Context: an optimization exercise on an open-source flow, tuned for small area, a short achievable clock period and few clock cycles. The choices shown serve that exercise and are no tape-out recipe. Power and IR drop assume default switching activity.

==> run a <==
==> flow/design.v <==
`default_nettype wire
module alu (
  input  [31:0] a,
  input  [31:0] b,
  input   [2:0] f3,
  input         sub,
  input         alt,
  output reg [31:0] res,
  output [31:0] sum,
  output        taken
);
  wire [31:0] bx = sub ? ~b : b;
  wire [32:0] s  = {1'b0, a} + {1'b0, bx} + {32'b0, sub};
  assign sum = s[31:0];
  wire eq  = (a == b);
  wire ltu = ~s[32];
  wire lt  = (a[31] ^ b[31]) ? a[31] : s[31];
  assign taken = f3[0] ^ (f3[2] ? (f3[1] ? ltu : lt) : eq);
  wire [4:0] sh = b[4:0];
  wire signed [32:0] a_ext = {alt & a[31], a};
  wire signed [32:0] sr_ext = a_ext >>> sh;
  wire [31:0] sr = sr_ext[31:0];
  always @(*) begin
    case (f3)
      3'b000: res = s[31:0];
      3'b001: res = a << sh;
      3'b010: res = {31'b0, lt};
      3'b011: res = {31'b0, ltu};
      3'b100: res = a ^ b;
      3'b101: res = sr;
      3'b110: res = a | b;
      default: res = a & b;
    endcase
  end
endmodule
`default_nettype wire
`default_nettype wire
module reg_file (
  input         clk,
  input   [4:0] raddr0,
  input   [4:0] raddr1,
  input   [4:0] waddr,
  input  [31:0] wdata,
  input         we,
  output [31:0] rdata0,
  output [31:0] rdata1
);
  reg [31:0] x [1:31];
  integer i;
  always @(posedge clk) begin
    for (i = 1; i < 32; i = i + 1)
      if (we && waddr == i) x[i] <= wdata;
  end
  reg [31:0] r0, r1;
  always @(*) begin
    r0 = 32'b0;
    r1 = 32'b0;
    for (i = 1; i < 32; i = i + 1) begin
      r0 = r0 | ({32{raddr0 == i}} & x[i]);
      r1 = r1 | ({32{raddr1 == i}} & x[i]);
    end
  end
  wire byp0 = we && waddr == raddr0;
  wire byp1 = we && waddr == raddr1;
  assign rdata0 = byp0 ? wdata : r0;
  assign rdata1 = byp1 ? wdata : r1;
endmodule
`default_nettype wire
`default_nettype wire
module cpu (
  input clk,
  input reset,
  output [31:0] imem_addr,
  input  [31:0] imem_rdata,
  output [31:0] dmem_addr,
  output [31:0] dmem_wdata,
  output        dmem_we,
  input  [31:0] dmem_rdata,
  output        wb_we,
  output  [4:0] wb_rd,
  output [31:0] wb_data
);
  reg  [31:0] pc;
  reg         r_valid;       
  reg  [31:0] r_target;
  reg  [31:0] d_ins;
  reg  [31:0] d_alt;
  reg         d_valid;
  reg  [31:0] e_a, e_b, e_c;
  reg   [4:0] e_rd;
  reg   [2:0] e_f3;
  reg         e_sub, e_alt;
  reg         e_we, e_load, e_store, e_br, e_jalr, e_link, e_pred;
  reg   [1:0] e_fa, e_fb, e_fc;
  reg  [31:0] m_res, m_sdata;
  reg   [4:0] m_rd;
  reg         m_we, m_load, m_store;
  reg  [31:0] w_data;
  reg   [4:0] w_rd;
  reg         w_we;
  wire [31:0] a = e_fa[1] ? m_res : e_fa[0] ? w_data : e_a;
  wire [31:0] b = e_fb[1] ? m_res : e_fb[0] ? w_data : e_b;
  wire [31:0] c = e_fc[1] ? m_res : e_fc[0] ? w_data : e_c;
  wire [31:0] alu_res, sum;
  wire        taken;
  alu alu (
    .a    (a      ),
    .b    (b      ),
    .f3   (e_f3   ),
    .sub  (e_sub  ),
    .alt  (e_alt  ),
    .res  (alu_res),
    .sum  (sum    ),
    .taken(taken  )
  );
  wire        e_redirect = ~r_valid & (e_jalr | (e_br & (taken ^ e_pred)));
  wire [31:0] e_target   = e_jalr ? sum : e_c;
  wire  [6:0] op  = d_ins[6:0];
  wire  [2:0] f3  = d_ins[14:12];
  wire  [4:0] rs1 = d_ins[19:15];
  wire  [4:0] rs2 = d_ins[24:20];
  wire  [4:0] rd  = d_ins[11:7];
  wire is_r    = op[6:2] == 5'b01100;
  wire is_i    = op[6:2] == 5'b00100;
  wire is_load = op[6:2] == 5'b00000;
  wire is_st   = op[6:2] == 5'b01000;
  wire is_br   = op[6:2] == 5'b11000;
  wire is_jal  = op[6:2] == 5'b11011;
  wire is_jalr = op[6:2] == 5'b11001;
  wire use1 = ~is_jal;
  wire use2 = is_r | is_st | is_br;
  wire wr   = (is_r | is_i | is_load | is_jal | is_jalr) && rd != 5'd0;
  wire [31:0] rf0, rf1;
  reg_file rf (
    .clk   (clk   ),
    .raddr0(rs1   ),
    .raddr1(rs2   ),
    .waddr (w_rd  ),
    .wdata (w_data),
    .we    (w_we  ),
    .rdata0(rf0   ),
    .rdata1(rf1   )
  );
  wire [31:0] imm_i  = {{20{d_ins[31]}}, d_ins[31:20]};
  wire [31:0] imm_s  = {{20{d_ins[31]}}, d_ins[31:25], d_ins[11:7]};
  wire d_ok = d_valid & ~r_valid;
  wire stall = d_ok && e_load && ((use1 && rs1 == e_rd) || (use2 && rs2 == e_rd));
  wire fa_m = e_we && rs1 == e_rd;
  wire fa_w = m_we && rs1 == m_rd;
  wire fb_m = e_we && rs2 == e_rd;
  wire fb_w = m_we && rs2 == m_rd;
  wire kill_d = ~d_ok | stall;
  wire [31:0] fa = r_valid ? r_target : pc;
  assign imem_addr = fa;
  wire [31:0] ins   = imem_rdata;
  wire        f_jal = ins[3];
  wire        f_br  = ins[6] & ~ins[2];
  wire [31:0] off_b = {{22{ins[31]}}, ins[7], ins[30:25], ins[11:9]};
  wire [31:0] off_j = {{14{ins[31]}}, ins[19:12], ins[20], ins[30:22]};
  wire [31:0] f_tb  = fa + off_b;
  wire [31:0] f_tj  = fa + off_j;
  wire [31:0] f_pc1 = fa + 32'd1;
  wire [31:0] f_next = f_jal ? f_tj : (f_br & ins[31]) ? f_tb : f_pc1;
  always @(posedge clk or posedge reset) begin
    if (reset) begin
      pc      <= 32'd0;
      r_valid <= 1'b0;
      d_valid <= 1'b0;
    end else begin
      r_valid <= e_redirect;
      if (!stall) begin
        pc      <= f_next;
        d_valid <= 1'b1;
      end
    end
  end
  always @(posedge clk) begin
    r_target <= e_target;
  end
  always @(posedge clk) begin
    if (!stall) begin
      d_ins <= ins;
      d_alt <= (f_br & ~ins[31]) ? f_tb : f_pc1;
    end
  end
  always @(posedge clk or posedge reset) begin
    if (reset) begin
      e_we    <= 1'b0;
      e_load  <= 1'b0;
      e_store <= 1'b0;
      e_br    <= 1'b0;
      e_jalr  <= 1'b0;
    end else begin
      e_we    <= ~kill_d & wr;
      e_load  <= ~kill_d & is_load & (rd != 5'd0);
      e_store <= ~kill_d & is_st;
      e_br    <= ~kill_d & is_br;
      e_jalr  <= ~kill_d & is_jalr;
    end
  end
  always @(posedge clk) begin
    e_a    <= rf0;
    e_b    <= (is_r | is_br) ? rf1 : is_st ? imm_s : imm_i;
    e_c    <= is_st ? rf1 : d_alt;
    e_rd   <= rd;
    e_f3   <= (is_r | is_i | is_br) ? f3 : 3'b000;
    e_sub  <= is_br | (is_r & d_ins[30] & f3 == 3'b000) | ((is_r | is_i) & f3[2:1] == 2'b01);
    e_alt  <= d_ins[30];
    e_link <= is_jal | is_jalr;
    e_pred <= d_ins[31];
    e_fa   <= {fa_m, ~fa_m & fa_w};
    e_fb   <= (is_r | is_br) ? {fb_m, ~fb_m & fb_w} : 2'b00;
    e_fc   <= is_st ? {fb_m, ~fb_m & fb_w} : 2'b00;
  end
  always @(posedge clk or posedge reset) begin
    if (reset) begin
      m_we    <= 1'b0;
      m_load  <= 1'b0;
      m_store <= 1'b0;
    end else begin
      m_we    <= e_we & ~r_valid;
      m_load  <= e_load & ~r_valid;
      m_store <= e_store & ~r_valid;
    end
  end
  always @(posedge clk) begin
    m_res   <= e_link ? e_c : (e_load | e_store) ? sum : alu_res;
    m_sdata <= c;
    m_rd    <= e_rd;
  end
  assign dmem_addr  = m_res;
  assign dmem_wdata = m_sdata;
  assign dmem_we    = m_store;
  always @(posedge clk or posedge reset) begin
    if (reset) w_we <= 1'b0;
    else       w_we <= m_we;
  end
  always @(posedge clk) begin
    w_data <= m_load ? dmem_rdata : m_res;
    w_rd   <= m_rd;
  end
  assign wb_we   = w_we;
  assign wb_rd   = w_rd;
  assign wb_data = w_data;
endmodule
`default_nettype wire
==> flow/run.sh <==
#!/bin/bash
# synth_recipe.tcl (not shown) runs the flow's synth.tcl, then flattens the netlist and writes it again
# the make line also repeats each setting of config.mk as NAME=value (left out here)
make -C /OpenROAD-flow-scripts/flow DESIGN_CONFIG=/design/flow/config.mk WORK_HOME=/design/flow/orfs CLKGATE_MAP_FILE= SYNTH_SCRIPT=/design/flow/synth_recipe.tcl finish
==> flow/config.mk <==
export PLATFORM = sky130hd
export DESIGN_NAME = cpu
export DESIGN_NICKNAME = cpu
export VERILOG_FILES = /design/flow/design.v
export SDC_FILE = /design/flow/constraint.sdc
export NUM_CORES = 4
export LEC_CHECK = 0
export CAP_MARGIN = 20
export CORE_MARGIN = 2
export CORE_UTILIZATION = 40
export SETUP_SLACK_MARGIN = 5
export SLEW_MARGIN = 20
==> flow/constraint.sdc <==
create_clock -name core_clock -period 10.0 [get_ports {clk}]
set_input_delay 2.0000 -clock core_clock [delete_from_list [all_inputs] [get_ports {clk}]]
set_output_delay 2.0000 -clock core_clock [all_outputs]
set_load 0.01 [all_outputs]
==> run b: changes against run a <==
==> flow/design.v, changed modules only <==
module alu (
  input  [31:0] a,
  input  [31:0] b,
  input   [2:0] f3,
  input         sub,
  input         alt,
  output reg [31:0] res,
  output [31:0] sum,
  output        taken
);
  wire [31:0] bx = sub ? ~b : b;
  wire [32:0] s  = {1'b0, a} + {1'b0, bx} + {32'b0, sub};
  assign sum = s[31:0];
  wire eq  = (a == b);
  wire ltu = ~s[32];
  wire lt  = (a[31] ^ b[31]) ? a[31] : s[31];
  assign taken = f3[0] ^ (f3[2] ? (f3[1] ? ltu : lt) : eq);
  wire [4:0] sh = b[4:0];
  wire [31:0] sr = $signed({alt & a[31], a}) >>> sh;
  always @(*) begin
    case (f3)
      3'b000: res = s[31:0];
      3'b001: res = a << sh;
      3'b010: res = {31'b0, lt};
      3'b011: res = {31'b0, ltu};
      3'b100: res = a ^ b;
      3'b101: res = sr;
      3'b110: res = a | b;
      default: res = a & b;
    endcase
  end
endmodule
module cpu (
  input clk,
  input reset,
  output [31:0] imem_addr,
  input  [31:0] imem_rdata,
  output [31:0] dmem_addr,
  output [31:0] dmem_wdata,
  output        dmem_we,
  input  [31:0] dmem_rdata,
  output        wb_we,
  output  [4:0] wb_rd,
  output [31:0] wb_data
);
  reg  [31:0] pc;
  reg  [31:0] d_ins;
  reg  [31:0] d_alt;
  reg         d_valid;
  reg  [31:0] e_a, e_b, e_c;
  reg   [4:0] e_rd;
  reg   [2:0] e_f3;
  reg         e_sub, e_alt;
  reg         e_we, e_load, e_store, e_br, e_jalr, e_link, e_pred;
  reg   [1:0] e_fa, e_fb, e_fc;
  reg  [31:0] m_res, m_sdata;
  reg   [4:0] m_rd;
  reg         m_we, m_load, m_store;
  reg  [31:0] w_data;
  reg   [4:0] w_rd;
  reg         w_we;
  wire [31:0] a = e_fa[1] ? m_res : e_fa[0] ? w_data : e_a;
  wire [31:0] b = e_fb[1] ? m_res : e_fb[0] ? w_data : e_b;
  wire [31:0] c = e_fc[1] ? m_res : e_fc[0] ? w_data : e_c;
  wire [31:0] alu_res, sum;
  wire        taken;
  alu alu (
    .a    (a      ),
    .b    (b      ),
    .f3   (e_f3   ),
    .sub  (e_sub  ),
    .alt  (e_alt  ),
    .res  (alu_res),
    .sum  (sum    ),
    .taken(taken  )
  );
  wire        e_redirect = e_jalr | (e_br & (taken ^ e_pred));
  wire [31:0] e_target   = e_jalr ? sum : e_c;
  wire  [6:0] op  = d_ins[6:0];
  wire  [2:0] f3  = d_ins[14:12];
  wire  [4:0] rs1 = d_ins[19:15];
  wire  [4:0] rs2 = d_ins[24:20];
  wire  [4:0] rd  = d_ins[11:7];
  wire is_r    = op[6:2] == 5'b01100;
  wire is_i    = op[6:2] == 5'b00100;
  wire is_load = op[6:2] == 5'b00000;
  wire is_st   = op[6:2] == 5'b01000;
  wire is_br   = op[6:2] == 5'b11000;
  wire is_jal  = op[6:2] == 5'b11011;
  wire is_jalr = op[6:2] == 5'b11001;
  wire use1 = ~is_jal;
  wire use2 = is_r | is_st | is_br;
  wire wr   = (is_r | is_i | is_load | is_jal | is_jalr) && rd != 5'd0;
  wire [31:0] rf0, rf1;
  reg_file rf (
    .clk   (clk   ),
    .raddr0(rs1   ),
    .raddr1(rs2   ),
    .waddr (w_rd  ),
    .wdata (w_data),
    .we    (w_we  ),
    .rdata0(rf0   ),
    .rdata1(rf1   )
  );
  wire [31:0] imm_i  = {{20{d_ins[31]}}, d_ins[31:20]};
  wire [31:0] imm_s  = {{20{d_ins[31]}}, d_ins[31:25], d_ins[11:7]};
  wire stall = d_valid && e_load && ((use1 && rs1 == e_rd) || (use2 && rs2 == e_rd));
  wire fa_m = e_we && rs1 == e_rd;
  wire fa_w = m_we && rs1 == m_rd;
  wire fb_m = e_we && rs2 == e_rd;
  wire fb_w = m_we && rs2 == m_rd;
  wire kill_d = e_redirect | stall | ~d_valid;
  assign imem_addr = pc;
  wire [31:0] ins = imem_rdata;
  wire f_jal = ins[6:2] == 5'b11011;
  wire f_br  = ins[6:2] == 5'b11000;
  wire [31:0] off_b = {{22{ins[31]}}, ins[7], ins[30:25], ins[11:9]};
  wire [31:0] off_j = {{14{ins[31]}}, ins[19:12], ins[20], ins[30:22]};
  wire [31:0] f_target = pc + (f_jal ? off_j : off_b);
  wire [31:0] f_pc1    = pc + 32'd1;
  wire        f_pred   = f_jal | (f_br & ins[31]);
  always @(posedge clk or posedge reset) begin
    if (reset) begin
      pc      <= 32'd0;
      d_valid <= 1'b0;
    end else begin
      if (e_redirect) begin
        pc      <= e_target;
        d_valid <= 1'b0;
      end else if (!stall) begin
        pc      <= f_pred ? f_target : f_pc1;
        d_valid <= 1'b1;
      end
    end
  end
  always @(posedge clk) begin
    if (!stall) begin
      d_ins <= ins;
      d_alt <= (f_br & ~ins[31]) ? f_target : f_pc1;
    end
  end
  always @(posedge clk or posedge reset) begin
    if (reset) begin
      e_we    <= 1'b0;
      e_load  <= 1'b0;
      e_store <= 1'b0;
      e_br    <= 1'b0;
      e_jalr  <= 1'b0;
    end else begin
      e_we    <= ~kill_d & wr;
      e_load  <= ~kill_d & is_load & (rd != 5'd0);
      e_store <= ~kill_d & is_st;
      e_br    <= ~kill_d & is_br;
      e_jalr  <= ~kill_d & is_jalr;
    end
  end
  always @(posedge clk) begin
    e_a    <= rf0;
    e_b    <= (is_r | is_br) ? rf1 : is_st ? imm_s : imm_i;
    e_c    <= is_st ? rf1 : d_alt;
    e_rd   <= rd;
    e_f3   <= (is_r | is_i | is_br) ? f3 : 3'b000;
    e_sub  <= is_br | (is_r & d_ins[30] & f3 == 3'b000) | ((is_r | is_i) & f3[2:1] == 2'b01);
    e_alt  <= d_ins[30];
    e_link <= is_jal | is_jalr;
    e_pred <= d_ins[31];
    e_fa   <= {fa_m, ~fa_m & fa_w};
    e_fb   <= (is_r | is_br) ? {fb_m, ~fb_m & fb_w} : 2'b00;
    e_fc   <= is_st ? {fb_m, ~fb_m & fb_w} : 2'b00;
  end
  always @(posedge clk or posedge reset) begin
    if (reset) begin
      m_we    <= 1'b0;
      m_load  <= 1'b0;
      m_store <= 1'b0;
    end else begin
      m_we    <= e_we;
      m_load  <= e_load;
      m_store <= e_store;
    end
  end
  always @(posedge clk) begin
    m_res   <= e_link ? e_c : (e_load | e_store) ? sum : alu_res;
    m_sdata <= c;
    m_rd    <= e_rd;
  end
  assign dmem_addr  = m_res;
  assign dmem_wdata = m_sdata;
  assign dmem_we    = m_store;
  always @(posedge clk or posedge reset) begin
    if (reset) w_we <= 1'b0;
    else       w_we <= m_we;
  end
  always @(posedge clk) begin
    w_data <= m_load ? dmem_rdata : m_res;
    w_rd   <= m_rd;
  end
  assign wb_we   = w_we;
  assign wb_rd   = w_rd;
  assign wb_data = w_data;
endmodule
- SETUP_SLACK_MARGIN: 5 -> unset
==> comparison table <==
Number of synthesized register bits: run b 1316; run a 1349
Maximum fanout along the worst path: run b 13; run a 27
Initial antenna violation count: run b 10; run a 7
Row count: run b 146; run a 149
Sequential share of the synthesized area: run b 57.9%; run a 57.1%
Layout cells sized above 1: run b 11.7%; run a 12.6%
Routed via count divided by cell count: run b 7.26; run a 7.13
First-pass GRT wire length: run b 422 mm; run a 435 mm
Fraction of met2 tracks used by global routing: run b 54.8%; run a 54.7%
Synth Area in XOR/XNOR: run b 2.05%; run a 2.15%
Category of the critical setup timing path: run b input port to register; run a register to primary output
Die height: run b 404 um; run a 411 um
Run status: run b complete, no violations; run a complete, no violations
Worst Setup Start Kind: run b input port; run a register
Sequential share of power: run b 43.3%; run a 42.2%
Unrepaired setup endpoints after global routing: run b false; run a true
M3 GR Usage: run b 13.7%; run a 12.9%
No functional check of the RTL was part of any run of this note.

## port drivers added, routing unchanged
No port has a modelled driver above. Below, the same layouts with a new extraction and two added sets of constraints.
Step 1 sets driving cells, clkbuf_16 on the clock port and buf_2 on the other inputs (assumed; they add their load-dependent delay and slew).
Step 2 times the ports against the registers' clock, not the clock port: input delays grow and output delays shrink by t, the midpoint of the rising clock arrivals with the driver on.
a / b / c = ideal ports / drivers / drivers and shift; a / b = the first two.
run | shift t [ns] | slack for setup (ns) | worst register clock-pin slew, ns | worst slew at a driven data input, ns | pins driven straight from the clock port
run a | 0.887 | 5.095 / 5.009 / 4.275 | 0.07 / 0.07 | 0.06 | 1
run b | 0.863 | 3.381 / 3.440 / 2.577 | 0.07 / 0.07 | 0.05 | 1
After both steps every run listed still meets setup and hold. The setup slack of run a, which loses most, moves by -0.086 ns with the drivers and by -0.820 ns with both steps.
